From an optimization exercise on the open Yosys and OpenROAD flow, aimed at small area and few clock cycles; shortcuts taken in it are not production practice. In this exercise RTL edits were held to simulation tests only and were not proved equivalent to the original. No activity file was given, so power comes from the tool's default toggle rates.

==> design/flow/design.v <==
module LCD_CTRL(clk, reset, IROM_Q, cmd, cmd_valid, IROM_EN, IROM_A, IRB_RW, IRB_D, IRB_A, busy, done);
input            clk;
input            reset;
input      [7:0] IROM_Q;
input      [3:0] cmd;
input            cmd_valid;
output           IROM_EN;
output     [5:0] IROM_A;
output           IRB_RW;
output     [7:0] IRB_D;
output     [5:0] IRB_A;
output           busy;
output           done;
reg  [2:0] wr;           
reg  [2:0] wc;           
reg  [5:0] lo, hi;       
reg        started;      
reg        side;         
reg        ld_v;         
reg        ld_lo;        
reg  [5:0] ld_a;
reg        wr_req;       
wire [7:0] pix   [0:63];
reg [63:0] dirty;
wire       all_req  = started & (lo == 6'd0) & (hi == 6'd63);
wire       load_end = all_req & ~ld_v;
wire [5:0] p        = {wr, wc};
wire [5:0] p9       = p + 6'd9;
wire       want_lo  = started & (p < lo);
wire       want_hi  = ~started | (p9 > hi);
wire       go_lo    = started & (lo != 6'd0) & (want_lo | (~want_hi & ((hi == 6'd63) | side)));
wire       issue    = ~all_req;
wire [5:0] req_a    = ~started ? 6'd27 : (go_lo ? lo - 6'd1 : hi + 6'd1);
wire [5:0] s_lo     = lo + {5'd0, ld_v &  ld_lo};
wire [5:0] s_hi     = hi - {5'd0, ld_v & ~ld_lo};
wire       ready    = started & (p >= s_lo) & (p9 <= s_hi);
assign IROM_EN = ~issue;
assign IROM_A  = req_a;
always @(posedge clk or posedge reset) begin
    if (reset) begin
        lo      <= 6'd0;
        hi      <= 6'd0;
        started <= 1'b0;
        side    <= 1'b0;
        ld_v    <= 1'b0;
        ld_lo   <= 1'b0;
        ld_a    <= 6'd0;
    end else begin
        ld_v <= issue;
        if (issue) begin
            ld_a    <= req_a;
            ld_lo   <= go_lo;
            started <= 1'b1;
            side    <= ~side;
            if (~started) begin
                lo <= 6'd27;
                hi <= 6'd27;
            end else if (go_lo)
                lo <= lo - 6'd1;
            else
                hi <= hi + 6'd1;
        end
    end
end
assign busy = ~done & (wr_req | ~ready);
wire take    = cmd_valid & ~busy;
wire is_data = (cmd == 4'd5) | (cmd == 4'd6) | (cmd == 4'd7) |
               (cmd == 4'd9) | (cmd == 4'd10) | (cmd == 4'd11) | (cmd == 4'd12);
wire cmd_we  = take & is_data;
always @(posedge clk or posedge reset) begin
    if (reset) begin
        wr     <= 3'd3;
        wc     <= 3'd3;
        wr_req <= 1'b0;
    end else if (take) begin
        case (cmd)
            4'd0: wr_req <= 1'b1;
            4'd1: if (wr != 3'd0) wr <= wr - 3'd1;
            4'd2: if (wr != 3'd6) wr <= wr + 3'd1;
            4'd3: if (wc != 3'd0) wc <= wc - 3'd1;
            4'd4: if (wc != 3'd6) wc <= wc + 3'd1;
            4'd8: begin wr <= 3'd3; wc <= 3'd3; end
            default: ;
        endcase
    end
end
wire       flushing = wr_req & load_end;
reg  [5:0] fa;           
integer    k;
always @(*) begin
    fa = 6'd0;
    for (k = 63; k >= 0; k = k - 1)
        if (dirty[k]) fa = k[5:0];
end
wire       any_dirty = |dirty;
wire       flush_we  = flushing & any_dirty;
assign done = flushing & ~any_dirty;
wire [1:0] rh0 = wr[2:1] + {1'b0, wr[0]};
wire [1:0] rh1 = wr[2:1];
wire [1:0] ch0 = wc[2:1] + {1'b0, wc[0]};
wire [1:0] ch1 = wc[2:1];
wire [5:0] wa [0:3];     
assign wa[0] = {rh0, 1'b0, ch0, 1'b0};
assign wa[1] = {rh0, 1'b0, ch1, 1'b1};
assign wa[2] = {rh1, 1'b1, ch0, 1'b0};
assign wa[3] = {rh1, 1'b1, ch1, 1'b1};
wire [5:0] ra [0:3];     
wire [7:0] bv [0:3];     
genvar b;
generate
    for (b = 0; b < 4; b = b + 1) begin : g_rd
        assign ra[b] = flushing ? {fa[5:4], b[1], fa[2:1], b[0]} : wa[b];
        assign bv[b] = pix[ra[b]];
    end
endgenerate
wire [9:0] sum = bv[0] + bv[1] + bv[2] + bv[3];
wire [7:0] avg = sum[9:2];
reg  [7:0] nv [0:3];     
integer    j;
always @(*) begin
    for (j = 0; j < 4; j = j + 1) begin
        case (cmd)
            4'd5:    nv[j] = avg;
            4'd6:    nv[j] = bv[j ^ 2];
            4'd7:    nv[j] = bv[j ^ 1];
            4'd9:    nv[j] = (bv[j][7:6] == 2'b11) ? 8'd255 : {bv[j][7:6] + 2'd1, bv[j][5:0]};
            4'd10:   nv[j] = (bv[j][7:6] == 2'b00) ? 8'd0   : {bv[j][7:6] - 2'd1, bv[j][5:0]};
            4'd11:   nv[j] = (bv[j] > 8'd128) ? 8'd255 : 8'd0;
            default: nv[j] = (bv[j] < 8'd128) ? 8'd255 : 8'd0;
        endcase
    end
end
genvar a;
generate
    for (a = 0; a < 64; a = a + 1) begin : g_pix
        wire [1:0] bk   = {a[3], a[0]};
        wire       c_hit = cmd_we & (wa[bk] == a);
        wire       l_hit = ld_v & (ld_a == a);
        reg  [7:0] q;
        always @(posedge clk) begin
            if (c_hit)
                q <= nv[bk];
            else if (l_hit)
                q <= IROM_Q;
        end
        assign pix[a] = q;
        always @(posedge clk or posedge reset) begin
            if (reset)
                dirty[a] <= 1'b0;
            else if (c_hit)
                dirty[a] <= 1'b1;
            else if (flush_we & (fa == a))
                dirty[a] <= 1'b0;
        end
    end
endgenerate
wire [1:0] fb = {fa[3], fa[0]};
assign IRB_RW = ~(ld_v | flush_we);
assign IRB_A  = ld_v ? ld_a : fa;
assign IRB_D  = ld_v ? IROM_Q : bv[fb];
endmodule
==> design/flow/run.sh <==
#!/bin/bash
# synth_recipe.tcl (not shown) runs the flow's synth.tcl, then flattens the netlist and writes it again
# the make line also repeats each setting of config.mk as NAME=value (left out here)
make -C /OpenROAD-flow-scripts/flow DESIGN_CONFIG=/design/flow/config.mk WORK_HOME=/design/flow/orfs CLKGATE_MAP_FILE= SYNTH_SCRIPT=/design/flow/synth_recipe.tcl finish
==> design/flow/config.mk <==
export PLATFORM = sky130hd
export DESIGN_NAME = LCD_CTRL
export DESIGN_NICKNAME = LCD_CTRL
export VERILOG_FILES = /design/flow/design.v
export SDC_FILE = /design/flow/constraint.sdc
export NUM_CORES = 4
export LEC_CHECK = 0
export CAP_MARGIN = 20
export CORE_MARGIN = 2
export CORE_UTILIZATION = 30
export PLACE_DENSITY = 0.35
export SLEW_MARGIN = 20
==> design/flow/constraint.sdc <==
create_clock -name core_clock -period 10.0 [get_ports {clk}]
set_input_delay 2.0000 -clock core_clock [delete_from_list [all_inputs] [get_ports {clk}]]
set_output_delay 2.0000 -clock core_clock [all_outputs]
set_load 0.01 [all_outputs]
==> run notes <==
[logic make-up (layout without fill, tap and decap cells)]
group,count (synthesis),count (layout),share of synthesized area [%]
mux,141,141,4.29
fa+ha+maj,60,60,2.48
xor+xnor,30,30,0.735
other cells,1,1,0.0105
flops,605,605,49.6
simple gates,1485,1485,18.7
compound gates,1125,1125,20.0
buf+inv,357,498,4.21
[layout make-up]
| class | instances | area [sq um] | area share [%] |
|---|---|---|---|
| tap | 1536 | 1920 | 4.65 |
| timing repair buffer | 285 | 2240 | 5.43 |
| clock inverter | 43 | 387 | 0.935 |
| clock buffer | 99 | 2080 | 5.04 |
| sequential | 605 | 17700 | 42.8 |
| inverter | 71 | 269 | 0.651 |
| multi-input combinational | 2842 | 16700 | 40.5 |
[worst register-to-register path, delay by kind of cell (launching register included)]
family,cells,cell delay (ps)
DFF,1,430
buffers and inverters,5,1120
AOI/OAI and AO/OA,13,4230
adders and majority gates,4,1560
and+or+nand+nor,5,1840
[how the worst max path moves through the flow]
stage,depth (start not counted),to,from
5_1_grt,26,g_pix[37].q[7],lo[1]
2_1_floorplan,33,g_pix[20].q[7],lo[1]
6_report,27,g_pix[54].q[7],lo[1]
3_5_place_dp,27,g_pix[54].q[7],lo[1]
4_1_cts,17,IRB_D[5],lo[1]
3_3_place_gp,27,g_pix[54].q[7],lo[1]
[sequential cells by signal, summed over array words and instances, names as in the netlist]
name and flops:
wr_req 1, hi 6, ld_lo 1, g_pix.q 512
side 1, ld_v 1, wc 3, ld_a 6
dirty 64, lo 6, wr 3, started 1
[cells in the mapped netlist, types with 39 or more instances]
cell	instances	area, sq um
mux2_2	71	800
a21oi_1	435	2180
nand2_1	409	1540
nor2_1	665	2500
a31oi_1	104	651
ha_1	42	526
inv_1	66	248
dfrtp_1	89	2230
mux2i_1	66	661
nand3_1	136	681
clkbuf_1	212	796
nor3_1	56	280
edfxtp_1	512	15400
buf_2	39	195
o21ai_0	220	1100
[power groups by stage]
stage / logic, W / registers, W / clock network, W
floorplan: 0.00538 / 0.00301 / 0
finish: 0.00968 / 0.00304 / 0.00282
detailed placement: 0.00943 / 0.00309 / 0
global route: 0.0102 / 0.00305 / 0.00297
CTS: 0.00947 / 0.00304 / 0.00287
global placement: 0.00952 / 0.00309 / 0
[per-stage QoR]
stage | total power, W | setup slack [ps] | instances
2_1_floorplan | 0.00840 | 2580 | 3804
3_3_place_gp | 0.0126 | 202 | 5335
3_5_place_dp | 0.0125 | 783 | 5338
4_1_cts | 0.0154 | 700 | 5480
5_1_grt | 0.0162 | 133 | 5481
6_report | 0.0155 | 509 | 5481
[routing by layer]
metal	global-route usage, %	up-vias
met3	5.71	339
met4	11.9	6
met2	48.3	1618
li1	-	14200
met5	0	-
met1	40.6	16400
[layout by cell type (no fill, tap or decap), drive strengths merged, types with 39 or more instances in the layout]
master | synthesis | final
mux2 | 72 | 72
nand3 | 136 | 136
buf | 74 | 254
clkbuf | 212 | 100
edfxtp | 512 | 512
ha | 42 | 42
a31oi | 105 | 105
a21oi | 467 | 467
nor4 | 39 | 39
inv | 67 | 72
nor2 | 667 | 667
nand2 | 409 | 409
o21ai | 227 | 227
dfrtp | 89 | 89
mux2i | 67 | 67
nor3 | 57 | 57
==> flow_metrics.tcl <==
set metrics [dict create \
    clock_skew_ps 14.2 \
    final_nets 3960 \
    vdd_drop_max_mv 0.516 \
    cts_resized 0 \
    grt_usage_pct 30.4 \
    worstHoldPathCells 1 \
    root_buffer "clkbuf_16" \
    cp_top_family "compound AO/OA/AOI/OAI gates" \
    synth_edf_count 512 \
    wl_met2_mm 85.4 \
    drc_errors 0 \
    worstPathArrival_ps 9850 \
    r2r_cells 27 \
    start_util_pct 30.3 \
    hold_start "side" \
    grt-ovfl-total 0 \
    fin_hold_ws_ps 529 \
    grt_pass1_vias 31600 \
    p_leak_nw 14.2 \
    timing.rr.end "g_pix[54].q[7]" \
    comb_power_share_pct 62.3 \
    vias_per_cell 5.95 \
    antenna_found_initial 7 \
    finalCritPeriodShare_pct 94.9 \
    setup_tns_ps 0 \
    cts.clk_slew.worst_paths_ps 60 \
    synth_cell_types 108 \
    wl_per_cell_um 34.2 \
    diodes 0 \
    cts_hold_buf 0 \
    drive_gt1_share_pct 14.8 \
    max-cap-violations 0 \
    cts_buffer_depth 3 \
    finalSetupViolCount 0 \
    timing.rr.start "lo[1]" \
    synth_seq_cells 605 \
    yosysWarnings 2 \
    critPathMostFrequentCell "a21oi_1" \
    rsz0062_at_grt "no" \
    routed-wl-met3_mm 14.4 \
    clkPwrFrac_pct 18.1 \
    drt_iter0_markers 3764 \
    cts_tree "built" \
    hold_viol_final 0 \
    post_cts_buffers 0 \
    synth-async-reset-ratio_pct 15.4 \
    path_buf_inv 5 \
    gp_congestion 1.03 \
    topRoutingLayerUsed "met5" \
    path_class "reg2reg" \
    yosysSeqAreaShare_pct 49.6 \
    min_period_ps 9490 \
    hold_end "side" \
    end_kind "flip-flop" \
    switching_share_pct 52.7 \
    syn_to_final_growth_pct 15.7 \
    syn_inst 3804 \
    synth_area_sq_um 35700 \
    final_util_pct 35.0 \
    portBuffers 38 \
    p_per_area_nw_per_um2 376 \
    core_sq_um 118000 \
    crit_slowest_cell "a2111oi_0" \
    status "no timing/DRC/antenna violations" \
    max_stage_delay_ps 970 \
    antenna_left 0 \
    wl_met1_mm 79.8 \
    routed_wl_mm 188 \
    nFillCells 12000 \
    grt_pass1_wl_mm 260 \
    critPathRequiredTime_ps 10360 \
    num_vias 32600 \
    die_area_sq_um 122000 \
    critPathMaxFanout 18 \
    die-height_um 349 \
    grt_max_degree 61 \
    die_w_um 349 \
    num_io_pins 39 \
    holdCritPathClass "reg2reg" \
    relSlewSlack_pct 17.4 \
    clkSinkCount 605 \
    ys.flop_type "edfxtp_1" \
    clkLatencyLatePin_ps 660 \
    power.internal_w 0.00735 \
    critPathLaunchType "flip-flop" \
    syn_area_per_cell_sq_um 9.39 \
    tightest_slew_ps 1240 \
    dp_hpwl_mm 136 \
    switchingPower_w 0.00819 \
    fmax_mhz 105 \
    p_seq_share_pct 19.6 \
    dr.pass1.iters 8 \
    cts_max_level 3 \
    final_area_sq_um 41300 \
    std_cell_rows 126 \
    regToRegSetupSlack_ps 510 \
    syn_nets 3879 \
    finalMaxSlewViolations 0 \
    placed_area_sq_um 38800 \
    cts_buffers 80 \
]
Testbench counts, summed over its fixed seeds: cycles 7,011.

==> static timing again, ports no longer ideal <==
How much do the figures lean on ideal ports? The routed layout below was timed once more, with nothing changed but the port constraints. Step 1 (the two cells are an assumption about what drives the block):
set clk [get_ports {clk}]
set_driving_cell -lib_cell sky130_fd_sc_hd__clkbuf_16 $clk
set_driving_cell -lib_cell sky130_fd_sc_hd__buf_2 [delete_from_list [all_inputs] $clk]
Step 2 adds t to the input delays and takes it off the output delays; t is the mean of the earliest and latest rising clock arrival at the registers after step 1. Input paths then give back, and output paths get back, about the clock's delay inside the block. Slacks: ideal / step 1 / step 2; pairs: ideal / step 1.
t, ns: 0.728
slack for setup (ns): 0.509 / 0.509 / 0.509
clock arrival spread, ns: 0.014 / 0.015
slew at the worst register clock pin (ns): 0.06 / 0.06
cell pins on the clock port's net: 1
After both steps this run still meets setup and hold. The setup slack of this run moves by 0.000 ns with the drivers and by 0.000 ns with both steps.
